What follows belongs to an exercise in optimizing a design on an open flow for small area and a short achievable clock period; a production flow would make more cautious choices.
RTL that was checked went through simulation tests only; none was proved equivalent to the original.
Function not checked in run 3: the RTL went through the layout flow alone.

==> flow/design.v, too long to show whole: its modules and the start of the top module <==
// module full_adder: 10 lines
// module final_adder: 422 lines
// module fp32_unpacker: 20 lines
// module fp32_aligner: 18 lines
// module wallace_tree_8_inputs: 505 lines
// module fp32_normalizer_rounder: 378 lines
// module fp32_packer: 14 lines
// module fp32_adder_tree_8_inputs: 268 lines
module fp32_adder_tree_8_inputs (
    input wire clk,
    input wire rst_n,
    input wire [127:0] dvr_fp32addtree8to1_s0,
    input wire [127:0] dvr_fp32addtree8to1_s1,
    input wire [2:0] cru_fp32addtree8to1,
    output wire [127:0] dr_fp32addtree8to1_d
);
  // ...
==> flow/flow/run.sh <==
#!/bin/bash
# Layout flow: ORFS, with two changes to its synthesis script and a setup
# margin for timing repair.
#  - synthesis: Yosys's generic synth step runs without its quick ABC pass, so
#    the full adders written in the RTL reach extract_fa as written (no
#    inverters around them); the final ABC mapping uses flow/abc.script.
#  - layout: standard steps; repair_timing aims at SETUP_SLACK_MARGIN.
# Each tool's output goes to ORFS's own logs (orfs/logs/...); make's output to flow.log.
set -euo pipefail
HERE=$(pwd)
FL=$HERE/flow
source $FL/params.sh
sed -e 's#^source \$::env(SCRIPTS_DIR)/synth_preamble.tcl#&\nset abc_args [lreplace $abc_args 1 1 '"$FL"'/abc.script]#' \
    -e 's#synth -top \$::env(DESIGN_NAME) -run fine: {\*}\$synth_full_args#& -noabc#' \
    $FLOW_HOME/scripts/synth.tcl > $HERE/my_synth.tcl
grep -q -- '-noabc' $HERE/my_synth.tcl
grep -q 'abc.script\]' $HERE/my_synth.tcl
sed -e "s#source \$::env(SCRIPTS_DIR)/synth.tcl#source $HERE/my_synth.tcl#" synth_recipe.tcl > my_synth_recipe.tcl
grep -q my_synth.tcl my_synth_recipe.tcl
sed -e "s#SYNTH_SCRIPT=[^ ]*#SYNTH_SCRIPT=$HERE/my_synth_recipe.tcl#" standard.sh > my_standard.sh
grep -q my_synth_recipe.tcl my_standard.sh
export SETUP_SLACK_MARGIN=$MARGIN
bash my_standard.sh finish > flow.log 2>&1
==> flow/flow/abc.script <==
strash
dch
map -B 0.9
topo
stime -c
buffer -c
upsize -c
dnsize -c
==> flow/flow/params.sh <==
MARGIN=33
==> flow/standard.sh <==
#!/bin/bash
# synth_recipe.tcl (not shown) runs the flow's synth.tcl, then flattens the netlist and writes it again
# the make line also repeats each setting of config.mk as NAME=value (left out here)
make -C /OpenROAD-flow-scripts/flow DESIGN_CONFIG=/design/flow/config.mk WORK_HOME=/design/flow/orfs CLKGATE_MAP_FILE= SYNTH_SCRIPT=/design/flow/synth_recipe.tcl "${@:-finish}"
==> flow/config.mk <==
export PLATFORM = sky130hd
export DESIGN_NAME = fp32_adder_tree_8_inputs
export DESIGN_NICKNAME = fp32_adder_tree_8_inputs
export VERILOG_FILES = /design/flow/design.v
export SDC_FILE = /design/flow/constraint.sdc
export NUM_CORES = 8
export LEC_CHECK = 0
export ABC_AREA = 1
export CAP_MARGIN = 20
export CORE_MARGIN = 2
export CORE_UTILIZATION = 40
export SLEW_MARGIN = 20
==> flow/constraint.sdc <==
create_clock -name core_clock -period 64.0 [get_ports {clk}]
set_input_delay 12.8000 -clock core_clock [delete_from_list [all_inputs] [get_ports {clk}]]
set_output_delay 12.8000 -clock core_clock [all_outputs]
set_load 0.01 [all_outputs]
==> impl_metrics.py, run 1 <==
metrics = {
    "global_route": {
        "grt-ovfl-total": 0,
        "use_met3": 0.0257,
        "antenna_found_initial": 10,
    },
    "detailed_routing": {
        "routed_wl_mm": 140,
        "post-route-drc-count": 0,
    },
    "placed_design": {
        "dp_cells": 6782,
        "post_dp_cell_area_um2": 37400,
    },
    "worst_setup_path": {
        "crit_top_cell": "nand2_1",
        "cpPeakStageDelay_ps": 600,
        "cpLargestDelayFamily": "simple AND/OR/NAND/NOR gates",
        "path_class": "in -> reg",
    },
    "synth": {
        "ys_seq_area_frac": 0.0266,
        "syn_inst": 5542,
        "yosysMostFrequentCell": "nand2_1",
        "synth.top_cell.area_share": 0.171,
        "synth_edf_count": 0,
        "ys.flop_type": "dfrtp_1",
        "synth_xor_area_frac": 0.105,
    },
    "sta": {
        "finalHoldViolCount": 0,
    },
    "floorplanning": {
        "dieArea_um2": 84500,
        "die_h_um": 291,
    },
    "layout": {
        "fin_util": 0.479,
        "final_nets": 6428,
        "n_antenna_cell": 8,
        "nClkBuffers": 5,
    },
    "outcome": {
        "status": "complete, no violations",
    },
    "job": {
        "maxCapViolations": 0,
    },
}
==> run 2, diff against run 1 <==
--- a/flow/flow/run.sh
+++ b/flow/flow/run.sh
@@ -4,7 +4,8 @@
 #  - synthesis: Yosys's generic synth step runs without its quick ABC pass, so
 #    the full adders written in the RTL reach extract_fa as written (no
 #    inverters around them); the final ABC mapping uses flow/abc.script.
-#  - layout: standard steps; repair_timing aims at SETUP_SLACK_MARGIN.
+#  - layout: standard steps; repair_timing aims at SETUP_SLACK_MARGIN; the
+#    port buffers are the platform's smallest buffer.
 # Each tool's output goes to ORFS's own logs (orfs/logs/...); make's output to flow.log.
 set -euo pipefail
 HERE=$(pwd)
@@ -20,4 +21,6 @@
 sed -e "s#SYNTH_SCRIPT=[^ ]*#SYNTH_SCRIPT=$HERE/my_synth_recipe.tcl#" standard.sh > my_standard.sh
 grep -q my_synth_recipe.tcl my_standard.sh
 export SETUP_SLACK_MARGIN=$MARGIN
+# every port still gets a buffer, the smallest one
+export BUFFER_PORTS_ARGS="${PORTBUF:--buffer_cell sky130_fd_sc_hd__buf_1}"
 bash my_standard.sh finish > flow.log 2>&1
==> run 2 against run 1 <==
Still clean on timing, DRC and antenna. Die area stayed put. Non-clock buffer count is 1 higher. Global-route usage is 0.82 points lower. Core utilization shrank 3.1 points. Sequential cell count unchanged. Setup slack got worse by 38 ps. Cell area fell by 6.4%. Synthesized cell count unchanged. Sequential share of layout area increased by 0.15 points. Critical path type unchanged. Highest routed layer unchanged.
==> impl_metrics.py, run 2 <==
metrics = {
    "synth": {
        "synth.top_cell.area_share": 0.171,
        "syn_area_per_cell_um2": 5.93,
        "yosysWarnings": 1,
        "synth_edf_count": 0,
        "async_reset_ff_frac": 1.00,
        "syn-num-nets": 6158,
        "netlist_area_um2": 32900,
        "yosys.area.top_type": "nand2_1",
        "synth_commonest_cells": "1496 x nand2_1, 558 x inv_1, 556 x o21ai_0",
        "synth.area.top_cells": "nand2_1 17%, fa_1 13%, xor2_1 9.4%, o21ai_0 8.5%, inv_1 6.4%",
        "ys_ff_latch": 35,
        "synth.distinct_cells": 62,
        "syn_inst": 5542,
        "ys.flop_type": "dfrtp_1",
        "ys_seq_area_frac": 0.0266,
        "yosysMostFrequentCell": "nand2_1",
    },
    "placed_design": {
        "post_dp_cell_area_um2": 35000,
        "place.gp.congestion": 1.03,
        "hpwl_mm": 114,
        "portBuffers": 388,
    },
    "sta": {
        "max_slew_margin": 0.294,
        "worst_pin_slew_ps": 1050,
        "fmax_mhz": 33.6,
        "rsz0062_at_grt": "false",
        "fin_crit_sh": 0.466,
        "finalHoldViolCount": 0,
        "setup_tns_ps": 0,
        "setup_viol": 0,
        "maxSlewViolCount": 0,
        "period_minus_slack_ps": 29800,
    },
    "global_route": {
        "grtUsageTotal": 0.303,
        "grt-ovfl-total": 0,
        "grt_pass1_wl_mm": 203,
        "antenna_found_initial": 13,
        "grt_start_max_net_pins": 40,
        "grt_pass1_vias": 34354,
    },
    "detailed_routing": {
        "drtAntennaViolNets": 0,
        "post-route-drc-count": 0,
        "firstDrtPassIters": 6,
        "vias_per_cell": 5.51,
        "via_count": 38032,
        "drtIter0Drc": 3476,
        "wl_per_cell_um": 19.7,
        "routed_wl_mm": 136,
    },
    "clocking": {
        "cts_tree": "built",
        "cts.clk_slew.worst_paths_ps": 60,
        "cts_hold_buf": 0,
        "htreeDepth": 2,
        "cts_buffer_depth": 2,
        "cts_sinks": 35,
        "cts-root-buf": "clkbuf_16",
        "cts_buffers": 5,
    },
    "layout": {
        "fillers": 9054,
        "area_growth_pct": 11.4,
        "fin_util": 0.448,
        "layout_commonest_cell": "nand2_1",
        "final_cell_mix": "1488 x nand2_1, 541 x inv_1, 533 x o21ai_0",
        "multi_input_area_um2": 29200,
        "drive_gt1_frac": 0.0839,
        "top_regs": "sum_q (32), seg_q (2), valid_q (1)",
        "final_nets": 6430,
        "fin_area_um2": 36600,
        "largest_reg_flops": 32,
        "regMostFlops": "sum_q",
        "register_area_um2": 876,
    },
    "worst_setup_path": {
        "cp-start-kind": "input pin",
        "path_class": "in -> reg",
        "arrival_ps": 29950,
        "cp_num_buf_inv": 17,
        "cpPeakStageDelay_ps": 500,
        "cpMaxStageDelayCell": "fa_1",
        "crit_path_end": "sum_q[13]$_DFF_PN0_",
        "end_kind": "flip-flop",
        "crit_cells": 102,
        "cpLargestDelayFamily": "simple AND/OR/NAND/NOR gates",
        "crit_required_ps": 64160,
        "critPathLaunch": "dvr_fp32addtree8to1_s1[91]",
        "crit_top_cell": "nor2_1",
        "path_max_fanout": 30,
    },
    "floorplanning": {
        "die_w_um": 291,
        "core_area_um2": 81700,
        "ioPinCount": 389,
        "die_h_um": 291,
        "rows": 105,
        "initial_utilization": 0.402,
        "dieArea_um2": 84500,
    },
    "worst_hold_path": {
        "worstHoldPathType": "in -> async",
    },
    "outcome": {
        "status": "complete, no violations",
    },
    "job": {
        "maxCapViolations": 0,
    },
}
## run 2: cell type report
type | instances | area share
clock buffers | 5 | 0.00342
repair buffers | 504 | 0.0675
well taps | 1070 | 0.0366
repair inverters | 22 | 0.00396
clock inverters | 3 | 0.00130
diodes | 12 | 0.000820
inverters | 603 | 0.0649
flip-flops and latches | 35 | 0.0239
multi-input cells | 4643 | 0.798
## run 2: logic make-up after synthesis
kind of cell	after synthesis	synth area share
compound gates	959	0.165
fa+ha+maj	355	0.182
flops	35	0.0266
mux	141	0.0429
xor+xnor	395	0.105
buf+inv	870	0.105
simple gates	2787	0.372
## run 2: repair_timing
action / CTS / global route
gates resized for setup: 37 / 149
buffers inserted: 4 / 61
pin swaps: 5 / 22
cloned: 7 / 24
endpoints found under the setup margin: 31 / 31
## run 2: worst min-delay path by stage
stage | depth (start not counted) | slack, ps | startpoint | endpoint
2_1_floorplan | 0 | 12500 | rst_n | seg_q[0]$_DFF_PN0_
3_3_place_gp | 1 | 12900 | cru_fp32addtree8to1[2] | valid_q$_DFF_PN0_
3_5_place_dp | 1 | 12910 | cru_fp32addtree8to1[1] | seg_q[1]$_DFF_PN0_
4_1_cts | 1 | 12620 | cru_fp32addtree8to1[1] | seg_q[1]$_DFF_PN0_
5_1_grt | 1 | 12610 | cru_fp32addtree8to1[0] | seg_q[0]$_DFF_PN0_
6_report | 1 | 12620 | rst_n | sum_q[9]$_DFF_PN0_
## run 2: layer usage
| metal | vias to the layer above | routed length (µm) | track usage |
|---|---|---|---|
| met3 | 234 | 8660 | 0.0290 |
| met5 | - | 11 | 0 |
| met4 | 2 | 5750 | 0.104 |
| met1 | 17699 | 58900 | 0.403 |
| li1 | 18705 | - | - |
| met2 | 1392 | 62700 | 0.510 |
## run 2: through the flow
stage	hold WS [ps]	setup WS, ps	instances
after floorplan	12500	35580	5542
after global placement	12900	30750	6780
after detailed placement	12910	30570	6780
after CTS	12620	33060	6799
after global routing	12610	32950	6894
final	12620	34200	6897
==> module fp32_adder_tree_8_inputs, before the edit <==
module fp32_adder_tree_8_inputs (
    input wire clk,
    input wire rst_n,
    input wire [127:0] dvr_fp32addtree8to1_s0,
    input wire [127:0] dvr_fp32addtree8to1_s1,
    input wire [2:0] cru_fp32addtree8to1,
    output wire [127:0] dr_fp32addtree8to1_d
);
    genvar i;
    wire [7:0] sgn, hid, inf, nan;
    wire [7:0] ex [0:7];
    wire [22:0] man [0:7];
    generate
        for (i = 0; i < 8; i = i + 1) begin : unpack_gen
            fp32_unpacker u (
                .fp_in({dvr_fp32addtree8to1_s1[16*i +: 16], dvr_fp32addtree8to1_s0[16*i +: 16]}),
                .sign(sgn[i]), .exponent(ex[i]), .hidden(hid[i]), .mantissa(man[i]),
                .is_inf(inf[i]), .is_nan(nan[i]));
        end
    endgenerate
    wire pinf = |(inf & ~sgn);
    wire ninf = |(inf & sgn);
    wire res_nan = (|nan) | (pinf & ninf);
    wire res_inf = pinf | ninf;
    wire all_neg = &sgn;
    function [7:0] max2(input [7:0] a, input [7:0] b);
        reg c;
        integer k;
        begin
            c = 1'b1;
            for (k = 0; k < 8; k = k + 1)
                c = (a[k] & ~b[k]) | ((a[k] | ~b[k]) & c);
            max2 = c ? a : b;
        end
    endfunction
    wire [7:0] m01 = max2(ex[0], ex[1]);
    wire [7:0] m23 = max2(ex[2], ex[3]);
    wire [7:0] m45 = max2(ex[4], ex[5]);
    wire [7:0] m67 = max2(ex[6], ex[7]);
    wire [7:0] m03 = max2(m01, m23);
    wire [7:0] m47 = max2(m45, m67);
    wire [7:0] emax = max2(m03, m47);
    wire [255:0] aligned;
    generate
        for (i = 0; i < 8; i = i + 1) begin : align_gen
            fp32_aligner a (
                .sign(sgn[i]), .hidden(hid[i]), .mantissa(man[i]),
                .diff(emax - ex[i]),
                .aligned(aligned[32*i +: 32]));
        end
    endgenerate
    wire [35:0] row_a, row_b, sum;
    wallace_tree_8_inputs tree (.data_in(aligned), .sgn(sgn), .row_a(row_a), .row_b(row_b));
    final_adder cpa (.a(row_a), .b(row_b), .sum(sum));
    wire neg = sum[35];
    wire [34:0] mag;
    wire [34:0] sx = sum[34:0] ^ {35{neg}};
    wire ng_1 = sx[1] & sx[0];
    wire ng_2 = sx[2] & sx[1];
    wire ng_3 = sx[3] & sx[2];
    wire ng_4 = sx[4] & sx[3];
    wire ng_5 = sx[5] & sx[4];
    wire ng_6 = sx[6] & sx[5];
    wire ng_7 = sx[7] & sx[6];
    wire ng_8 = sx[8] & sx[7];
    wire ng_9 = sx[9] & sx[8];
    wire ng_10 = sx[10] & sx[9];
    wire ng_11 = sx[11] & sx[10];
    wire ng_12 = sx[12] & sx[11];
    wire ng_13 = sx[13] & sx[12];
    wire ng_14 = sx[14] & sx[13];
    wire ng_15 = sx[15] & sx[14];
    wire ng_16 = sx[16] & sx[15];
    wire ng_17 = sx[17] & sx[16];
    wire ng_18 = sx[18] & sx[17];
    wire ng_19 = sx[19] & sx[18];
    wire ng_20 = sx[20] & sx[19];
    wire ng_21 = sx[21] & sx[20];
    wire ng_22 = sx[22] & sx[21];
    wire ng_23 = sx[23] & sx[22];
    wire ng_24 = sx[24] & sx[23];
    wire ng_25 = sx[25] & sx[24];
    wire ng_26 = sx[26] & sx[25];
    wire ng_27 = sx[27] & sx[26];
    wire ng_28 = sx[28] & sx[27];
    wire ng_29 = sx[29] & sx[28];
    wire ng_30 = sx[30] & sx[29];
    wire ng_31 = sx[31] & sx[30];
    wire ng_32 = sx[32] & sx[31];
    wire ng_33 = sx[33] & sx[32];
    wire ng_34 = sx[34] & sx[33];
    wire ng_35 = ng_2 & sx[0];
    wire ng_36 = ng_3 & ng_1;
    wire ng_37 = ng_4 & ng_2;
    wire ng_38 = ng_5 & ng_3;
    wire ng_39 = ng_6 & ng_4;
    wire ng_40 = ng_7 & ng_5;
    wire ng_41 = ng_8 & ng_6;
    wire ng_42 = ng_9 & ng_7;
    wire ng_43 = ng_10 & ng_8;
    wire ng_44 = ng_11 & ng_9;
    wire ng_45 = ng_12 & ng_10;
    wire ng_46 = ng_13 & ng_11;
    wire ng_47 = ng_14 & ng_12;
    wire ng_48 = ng_15 & ng_13;
    wire ng_49 = ng_16 & ng_14;
    wire ng_50 = ng_17 & ng_15;
    wire ng_51 = ng_18 & ng_16;
    wire ng_52 = ng_19 & ng_17;
    wire ng_53 = ng_20 & ng_18;
    wire ng_54 = ng_21 & ng_19;
    wire ng_55 = ng_22 & ng_20;
    wire ng_56 = ng_23 & ng_21;
    wire ng_57 = ng_24 & ng_22;
    wire ng_58 = ng_25 & ng_23;
    wire ng_59 = ng_26 & ng_24;
    wire ng_60 = ng_27 & ng_25;
    wire ng_61 = ng_28 & ng_26;
    wire ng_62 = ng_29 & ng_27;
    wire ng_63 = ng_30 & ng_28;
    wire ng_64 = ng_31 & ng_29;
    wire ng_65 = ng_32 & ng_30;
    wire ng_66 = ng_33 & ng_31;
    wire ng_67 = ng_34 & ng_32;
    wire ng_68 = ng_37 & sx[0];
    wire ng_69 = ng_38 & ng_1;
    wire ng_70 = ng_39 & ng_35;
    wire ng_71 = ng_40 & ng_36;
    wire ng_72 = ng_41 & ng_37;
    wire ng_73 = ng_42 & ng_38;
    wire ng_74 = ng_43 & ng_39;
    wire ng_75 = ng_44 & ng_40;
    wire ng_76 = ng_45 & ng_41;
    wire ng_77 = ng_46 & ng_42;
    wire ng_78 = ng_47 & ng_43;
    wire ng_79 = ng_48 & ng_44;
    wire ng_80 = ng_49 & ng_45;
    wire ng_81 = ng_50 & ng_46;
    wire ng_82 = ng_51 & ng_47;
    wire ng_83 = ng_52 & ng_48;
    wire ng_84 = ng_53 & ng_49;
    wire ng_85 = ng_54 & ng_50;
    wire ng_86 = ng_55 & ng_51;
    wire ng_87 = ng_56 & ng_52;
    wire ng_88 = ng_57 & ng_53;
    wire ng_89 = ng_58 & ng_54;
    wire ng_90 = ng_59 & ng_55;
    wire ng_91 = ng_60 & ng_56;
    wire ng_92 = ng_61 & ng_57;
    wire ng_93 = ng_62 & ng_58;
    wire ng_94 = ng_63 & ng_59;
    wire ng_95 = ng_64 & ng_60;
    wire ng_96 = ng_65 & ng_61;
    wire ng_97 = ng_66 & ng_62;
    wire ng_98 = ng_67 & ng_63;
    wire ng_99 = ng_72 & sx[0];
    wire ng_100 = ng_73 & ng_1;
    wire ng_101 = ng_74 & ng_35;
    wire ng_102 = ng_75 & ng_36;
    wire ng_103 = ng_76 & ng_68;
    wire ng_104 = ng_77 & ng_69;
    wire ng_105 = ng_78 & ng_70;
    wire ng_106 = ng_79 & ng_71;
    wire ng_107 = ng_80 & ng_72;
    wire ng_108 = ng_81 & ng_73;
    wire ng_109 = ng_82 & ng_74;
    wire ng_110 = ng_83 & ng_75;
    wire ng_111 = ng_84 & ng_76;
    wire ng_112 = ng_85 & ng_77;
    wire ng_113 = ng_86 & ng_78;
    wire ng_114 = ng_87 & ng_79;
    wire ng_115 = ng_88 & ng_80;
    wire ng_116 = ng_89 & ng_81;
    wire ng_117 = ng_90 & ng_82;
    wire ng_118 = ng_91 & ng_83;
    wire ng_119 = ng_92 & ng_84;
    wire ng_120 = ng_93 & ng_85;
    wire ng_121 = ng_94 & ng_86;
    wire ng_122 = ng_95 & ng_87;
    wire ng_123 = ng_96 & ng_88;
    wire ng_124 = ng_97 & ng_89;
    wire ng_125 = ng_98 & ng_90;
    wire ng_126 = ng_107 & sx[0];
    wire ng_127 = ng_108 & ng_1;
    wire ng_128 = ng_109 & ng_35;
    wire ng_129 = ng_110 & ng_36;
    wire ng_130 = ng_111 & ng_68;
    wire ng_131 = ng_112 & ng_69;
    wire ng_132 = ng_113 & ng_70;
    wire ng_133 = ng_114 & ng_71;
    wire ng_134 = ng_115 & ng_99;
    wire ng_135 = ng_116 & ng_100;
    wire ng_136 = ng_117 & ng_101;
    wire ng_137 = ng_118 & ng_102;
    wire ng_138 = ng_119 & ng_103;
    wire ng_139 = ng_120 & ng_104;
    wire ng_140 = ng_121 & ng_105;
    wire ng_141 = ng_122 & ng_106;
    wire ng_142 = ng_123 & ng_107;
    wire ng_143 = ng_124 & ng_108;
    wire ng_144 = ng_125 & ng_109;
    wire ng_145 = ng_142 & sx[0];
    wire ng_146 = ng_143 & ng_1;
    wire ng_147 = ng_144 & ng_35;
    assign mag[0] = sx[0] ^ neg;
    assign mag[1] = sx[1] ^ (neg & sx[0]);
    assign mag[2] = sx[2] ^ (neg & ng_1);
    assign mag[3] = sx[3] ^ (neg & ng_35);
    assign mag[4] = sx[4] ^ (neg & ng_36);
    assign mag[5] = sx[5] ^ (neg & ng_68);
    assign mag[6] = sx[6] ^ (neg & ng_69);
    assign mag[7] = sx[7] ^ (neg & ng_70);
    assign mag[8] = sx[8] ^ (neg & ng_71);
    assign mag[9] = sx[9] ^ (neg & ng_99);
    assign mag[10] = sx[10] ^ (neg & ng_100);
    assign mag[11] = sx[11] ^ (neg & ng_101);
    assign mag[12] = sx[12] ^ (neg & ng_102);
    assign mag[13] = sx[13] ^ (neg & ng_103);
    assign mag[14] = sx[14] ^ (neg & ng_104);
    assign mag[15] = sx[15] ^ (neg & ng_105);
    assign mag[16] = sx[16] ^ (neg & ng_106);
    assign mag[17] = sx[17] ^ (neg & ng_126);
    assign mag[18] = sx[18] ^ (neg & ng_127);
    assign mag[19] = sx[19] ^ (neg & ng_128);
    assign mag[20] = sx[20] ^ (neg & ng_129);
    assign mag[21] = sx[21] ^ (neg & ng_130);
    assign mag[22] = sx[22] ^ (neg & ng_131);
    assign mag[23] = sx[23] ^ (neg & ng_132);
    assign mag[24] = sx[24] ^ (neg & ng_133);
    assign mag[25] = sx[25] ^ (neg & ng_134);
    assign mag[26] = sx[26] ^ (neg & ng_135);
    assign mag[27] = sx[27] ^ (neg & ng_136);
    assign mag[28] = sx[28] ^ (neg & ng_137);
    assign mag[29] = sx[29] ^ (neg & ng_138);
    assign mag[30] = sx[30] ^ (neg & ng_139);
    assign mag[31] = sx[31] ^ (neg & ng_140);
    assign mag[32] = sx[32] ^ (neg & ng_141);
    assign mag[33] = sx[33] ^ (neg & ng_145);
    assign mag[34] = sx[34] ^ (neg & ng_146);
    wire ng_148 = neg & ng_147;
    wire zero = ~|sum;
    wire sign = neg | (zero & all_neg);
    wire [30:0] res;
    wire overflow;
    fp32_normalizer_rounder nr (.mag(mag), .exp_in(emax), .res(res), .overflow(overflow));
    wire [31:0] fp_sum_result;
    fp32_packer pk (.res_nan(res_nan), .res_inf(res_inf), .inf_sign(ninf),
                    .overflow(overflow), .sign(sign), .res(res), .fp_out(fp_sum_result));
    reg [31:0] sum_q;
    reg        valid_q;
    reg [1:0]  seg_q;
    always @(posedge clk or negedge rst_n) begin
        if (!rst_n) begin
            sum_q   <= 32'b0;
            valid_q <= 1'b0;
            seg_q   <= 2'b0;
        end else begin
            sum_q   <= fp_sum_result;
            valid_q <= cru_fp32addtree8to1[2];
            seg_q   <= cru_fp32addtree8to1[1:0];
        end
    end
    assign dr_fp32addtree8to1_d = {
        {32{valid_q & (seg_q == 2'b11)}} & sum_q,
        {32{valid_q & (seg_q == 2'b10)}} & sum_q,
        {32{valid_q & (seg_q == 2'b01)}} & sum_q,
        {32{valid_q & (seg_q == 2'b00)}} & sum_q};
endmodule
==> run 3, diff against run 2 <==
--- a/flow/design.v
+++ b/flow/design.v
@@ -1390,23 +1390,53 @@
     wire res_nan = (|nan) | (pinf & ninf);
     wire res_inf = pinf | ninf;
     wire all_neg = &sgn;
-    function [7:0] max2(input [7:0] a, input [7:0] b);
+    function cmp_ge(input [7:0] a, input [7:0] b);
         reg c;
         integer k;
         begin
             c = 1'b1;
             for (k = 0; k < 8; k = k + 1)
                 c = (a[k] & ~b[k]) | ((a[k] | ~b[k]) & c);
-            max2 = c ? a : b;
+            cmp_ge = c;
         end
     endfunction
-    wire [7:0] m01 = max2(ex[0], ex[1]);
-    wire [7:0] m23 = max2(ex[2], ex[3]);
-    wire [7:0] m45 = max2(ex[4], ex[5]);
-    wire [7:0] m67 = max2(ex[6], ex[7]);
-    wire [7:0] m03 = max2(m01, m23);
-    wire [7:0] m47 = max2(m45, m67);
-    wire [7:0] emax = max2(m03, m47);
+    wire ge_0_1 = cmp_ge(ex[0], ex[1]);
+    wire ge_0_2 = cmp_ge(ex[0], ex[2]);
+    wire ge_0_3 = cmp_ge(ex[0], ex[3]);
+    wire ge_0_4 = cmp_ge(ex[0], ex[4]);
+    wire ge_0_5 = cmp_ge(ex[0], ex[5]);
+    wire ge_0_6 = cmp_ge(ex[0], ex[6]);
+    wire ge_0_7 = cmp_ge(ex[0], ex[7]);
+    wire ge_1_2 = cmp_ge(ex[1], ex[2]);
+    wire ge_1_3 = cmp_ge(ex[1], ex[3]);
+    wire ge_1_4 = cmp_ge(ex[1], ex[4]);
+    wire ge_1_5 = cmp_ge(ex[1], ex[5]);
+    wire ge_1_6 = cmp_ge(ex[1], ex[6]);
+    wire ge_1_7 = cmp_ge(ex[1], ex[7]);
+    wire ge_2_3 = cmp_ge(ex[2], ex[3]);
+    wire ge_2_4 = cmp_ge(ex[2], ex[4]);
+    wire ge_2_5 = cmp_ge(ex[2], ex[5]);
+    wire ge_2_6 = cmp_ge(ex[2], ex[6]);
+    wire ge_2_7 = cmp_ge(ex[2], ex[7]);
+    wire ge_3_4 = cmp_ge(ex[3], ex[4]);
+    wire ge_3_5 = cmp_ge(ex[3], ex[5]);
+    wire ge_3_6 = cmp_ge(ex[3], ex[6]);
+    wire ge_3_7 = cmp_ge(ex[3], ex[7]);
+    wire ge_4_5 = cmp_ge(ex[4], ex[5]);
+    wire ge_4_6 = cmp_ge(ex[4], ex[6]);
+    wire ge_4_7 = cmp_ge(ex[4], ex[7]);
+    wire ge_5_6 = cmp_ge(ex[5], ex[6]);
+    wire ge_5_7 = cmp_ge(ex[5], ex[7]);
+    wire ge_6_7 = cmp_ge(ex[6], ex[7]);
+    wire win_0 = ge_0_1 & ge_0_2 & ge_0_3 & ge_0_4 & ge_0_5 & ge_0_6 & ge_0_7;
+    wire win_1 = ~ge_0_1 & ge_1_2 & ge_1_3 & ge_1_4 & ge_1_5 & ge_1_6 & ge_1_7;
+    wire win_2 = ~ge_0_2 & ~ge_1_2 & ge_2_3 & ge_2_4 & ge_2_5 & ge_2_6 & ge_2_7;
+    wire win_3 = ~ge_0_3 & ~ge_1_3 & ~ge_2_3 & ge_3_4 & ge_3_5 & ge_3_6 & ge_3_7;
+    wire win_4 = ~ge_0_4 & ~ge_1_4 & ~ge_2_4 & ~ge_3_4 & ge_4_5 & ge_4_6 & ge_4_7;
+    wire win_5 = ~ge_0_5 & ~ge_1_5 & ~ge_2_5 & ~ge_3_5 & ~ge_4_5 & ge_5_6 & ge_5_7;
+    wire win_6 = ~ge_0_6 & ~ge_1_6 & ~ge_2_6 & ~ge_3_6 & ~ge_4_6 & ~ge_5_6 & ge_6_7;
+    wire win_7 = ~ge_0_7 & ~ge_1_7 & ~ge_2_7 & ~ge_3_7 & ~ge_4_7 & ~ge_5_7 & ~ge_6_7;
+    wire [7:0] emax = ({8{win_0}} & ex[0]) | ({8{win_1}} & ex[1]) | ({8{win_2}} & ex[2]) | ({8{win_3}} & ex[3]) | ({8{win_4}} & ex[4]) | ({8{win_5}} & ex[5]) | ({8{win_6}} & ex[6]) | ({8{win_7}} & ex[7]);
     wire [255:0] aligned;
     generate
         for (i = 0; i < 8; i = i + 1) begin : align_gen
--- a/flow/flow/run.sh
+++ b/flow/flow/run.sh
@@ -4,8 +4,7 @@
 #  - synthesis: Yosys's generic synth step runs without its quick ABC pass, so
 #    the full adders written in the RTL reach extract_fa as written (no
 #    inverters around them); the final ABC mapping uses flow/abc.script.
-#  - layout: standard steps; repair_timing aims at SETUP_SLACK_MARGIN; the
-#    port buffers are the platform's smallest buffer.
+#  - layout: standard steps; repair_timing aims at SETUP_SLACK_MARGIN.
 # Each tool's output goes to ORFS's own logs (orfs/logs/...); make's output to flow.log.
 set -euo pipefail
 HERE=$(pwd)
@@ -21,6 +20,4 @@
 sed -e "s#SYNTH_SCRIPT=[^ ]*#SYNTH_SCRIPT=$HERE/my_synth_recipe.tcl#" standard.sh > my_standard.sh
 grep -q my_synth_recipe.tcl my_standard.sh
 export SETUP_SLACK_MARGIN=$MARGIN
-# every port still gets a buffer, the smallest one
-export BUFFER_PORTS_ARGS="${PORTBUF:--buffer_cell sky130_fd_sc_hd__buf_1}"
 bash my_standard.sh finish > flow.log 2>&1
==> flow/flow/params.sh (replaced) <==
MARGIN=31
==> run 3 against run 2 <==
Sequential cell count is the same. Largest cell class unchanged. Cell area grew 9.8%. Via count grew 11%. Non-clock buffer count shrank 45. Area after synthesis grew 7.9%. Global-route usage grew 6.4 points. Cell count grew 8.8%. Critical path depth shrank 18.
==> impl_metrics.py, run 3 <==
metrics = {
    "worst_setup_path": {
        "crit_required_ps": 64160,
        "cp_num_buf_inv": 11,
        "cpPeakStageDelay_ps": 900,
        "crit_cells": 84,
        "crit_top_cell": "nand3_1",
        "path_class": "in -> reg",
        "cpLargestDelayFamily": "simple AND/OR/NAND/NOR gates",
        "path_max_fanout": 29,
        "end_kind": "flip-flop",
        "arrival_ps": 31860,
        "cp-start-kind": "input pin",
        "cpMaxStageDelayCell": "nor2_1",
    },
    "layout": {
        "area_growth_pct": 13.3,
        "fillers": 9843,
        "layout_commonest_cell": "nand2_1",
        "regMostFlops": "sum_q",
        "multi_input_area_um2": 30700,
        "largest_reg_flops": 32,
        "fin_util": 0.456,
        "drive_gt1_frac": 0.0465,
        "register_area_um2": 876,
        "final_cell_mix": "1639 x nand2_1, 650 x nor2_1, 589 x inv_1",
        "top_regs": "sum_q (32), seg_q (2), valid_q (1)",
        "final_nets": 6939,
    },
    "global_route": {
        "grt_pass1_wl_mm": 252,
        "grtUsageTotal": 0.367,
        "grt_pass1_vias": 38923,
        "antenna_found_initial": 14,
        "grt_start_max_net_pins": 47,
        "grt-ovfl-total": 0,
    },
    "sta": {
        "whs_ps": 12580,
        "maxSlewViolCount": 0,
        "max_slew_margin": 0.219,
        "period_minus_slack_ps": 31700,
        "setup_viol": 0,
        "rsz0062_at_grt": "false",
        "finalHoldViolCount": 0,
        "fmax_mhz": 31.5,
        "setup_tns_ps": 0,
        "fin_crit_sh": 0.495,
        "worst_pin_slew_ps": 1170,
    },
    "synth": {
        "async_reset_ff_frac": 1.00,
        "netlist_area_um2": 35500,
        "yosysWarnings": 1,
        "synth.area.top_cells": "nand2_1 17%, fa_1 12%, xor2_1 8.0%, o21ai_0 7.8%, nand3_1 7.4%",
        "synth_commonest_cells": "1639 x nand2_1, 650 x nor2_1, 589 x inv_1",
        "synth.distinct_cells": 65,
        "ys_ff_latch": 35,
        "ys.flop_type": "dfrtp_1",
        "yosysMostFrequentCell": "nand2_1",
        "syn-num-nets": 6799,
        "synth.top_cell.area_share": 0.173,
        "synth_edf_count": 0,
        "ys_seq_area_frac": 0.0247,
        "syn_inst": 6183,
        "syn_area_per_cell_um2": 5.74,
        "yosys.area.top_type": "nand2_1",
    },
    "outcome": {
        "status": "complete, no violations",
    },
    "clocking": {
        "cts_sinks": 35,
        "cts_hold_buf": 0,
        "post-cts-setup-buffer-count": 0,
        "cts_buffers": 5,
        "cts_resized": 0,
        "cts_tree": "built",
        "cts-root-buf": "clkbuf_16",
        "cts.clk_slew.worst_paths_ps": 50,
        "htreeDepth": 2,
        "cts_buffer_depth": 2,
    },
    "detailed_routing": {
        "drtIter0Drc": 4491,
        "post-route-drc-count": 0,
        "via_count": 42149,
        "routed_wl_mm": 173,
        "wl_per_cell_um": 23.1,
        "firstDrtPassIters": 8,
        "drtAntennaViolNets": 0,
        "vias_per_cell": 5.62,
    },
    "floorplanning": {
        "die_h_um": 302,
        "core_area_um2": 88100,
        "dieArea_um2": 91100,
        "initial_utilization": 0.403,
        "ioPinCount": 389,
        "rows": 109,
        "die_w_um": 302,
    },
    "placed_design": {
        "hpwl_mm": 148,
        "portBuffers": 388,
        "place.gp.congestion": 1.12,
    },
    "worst_hold_path": {
        "worstHoldPathType": "in -> async",
    },
    "job": {
        "maxCapViolations": 0,
    },
}
[run 3: metrics by stage]
| step | std cells | worst slack [ps] | instance area [µm²] |
|---|---|---|---|
| 3_3_place_gp | 7481 | 32170 | 40000 |
| 3_5_place_dp | 7481 | 32440 | 40000 |
| 2_1_floorplan | 6183 | 38010 | 35500 |
| 5_1_grt | 7501 | 31030 | 40200 |
| 4_1_cts | 7488 | 32710 | 40200 |
| 6_report | 7502 | 32300 | 40200 |
[run 3: cell families (layout without fill, tap and decap cells)]
kind of cell	Yosys count	count (layout)	share of synthesized area
AND/OR/NAND/NOR	3257	3257	0.396
buffers and inverters	1004	1144	0.112
AO/OA/AOI/OAI	990	990	0.157
XOR/XNOR	392	392	0.0989
adder cells (fa/ha/maj)	355	355	0.169
multiplexers	150	150	0.0423
flip-flops	35	35	0.0247
other	0	14	0
[run 3: routing by layer]
layer / GRT usage / wire length, µm
met3: 0.0499 / 13200
met4: 0.169 / 8560
met2: 0.603 / 78900
met5: 0 / 13
met1: 0.476 / 72400
[run 3: path summary, 6_finish.rpt]
path | endpoint | start | slack, ps
min in group core_clock | seg_q[1]$_DFF_PN0_ | cru_fp32addtree8to1[1] | 12950
max in group asynchronous | sum_q[23]$_DFF_PN0_ | rst_n | 50920
setup / recovery | sum_q[0]$_DFF_PN0_ | dvr_fp32addtree8to1_s1[57] | 32300
hold / removal | sum_q[7]$_DFF_PN0_ | rst_n | 12580
[run 3: area by class of cell]
cell class | count | area share
Multi-Input combinational cell | 5144 | 0.765
Timing Repair Buffer | 459 | 0.110
Inverter | 678 | 0.0633
Tap cell | 1165 | 0.0362
Sequential cell | 35 | 0.0218
Clock buffer | 6 | 0.00345
Antenna cell | 14 | 0.000871
Clock inverter | 1 | 0.000124

==> static timing again, ports no longer ideal <==
In the flow no input, the clock included, has a driving cell. The finished layouts below were timed again as built, in two steps.
Step 1, drivers: a clkbuf_16 drives clk and a buf_2 each remaining input, both assumed.
Step 2 moves the port delays by t, midway between the first and last clock arrival at a register: inputs arrive t later, outputs are due t later. That takes back most of the time a late clock gives input paths.
a / b / c = ideal ports / drivers / drivers and shift; a / b = the first two.
| run | t, ns | slack for setup (ns) | slew at the worst register clock pin (ns) |
|---|---|---|---|
| run 1 | 0.313 | 34.243 / 34.199 / 33.886 | 0.06 / 0.06 |
| run 2 | 0.314 | 34.204 / 34.220 / 33.906 | 0.06 / 0.06 |
| run 3 | 0.331 | 32.296 / 32.321 / 31.990 | 0.05 / 0.05 |
After both steps every run listed still meets setup and hold. The setup slack of run 1, which loses most, moves by -0.044 ns with the drivers and by -0.357 ns with both steps.
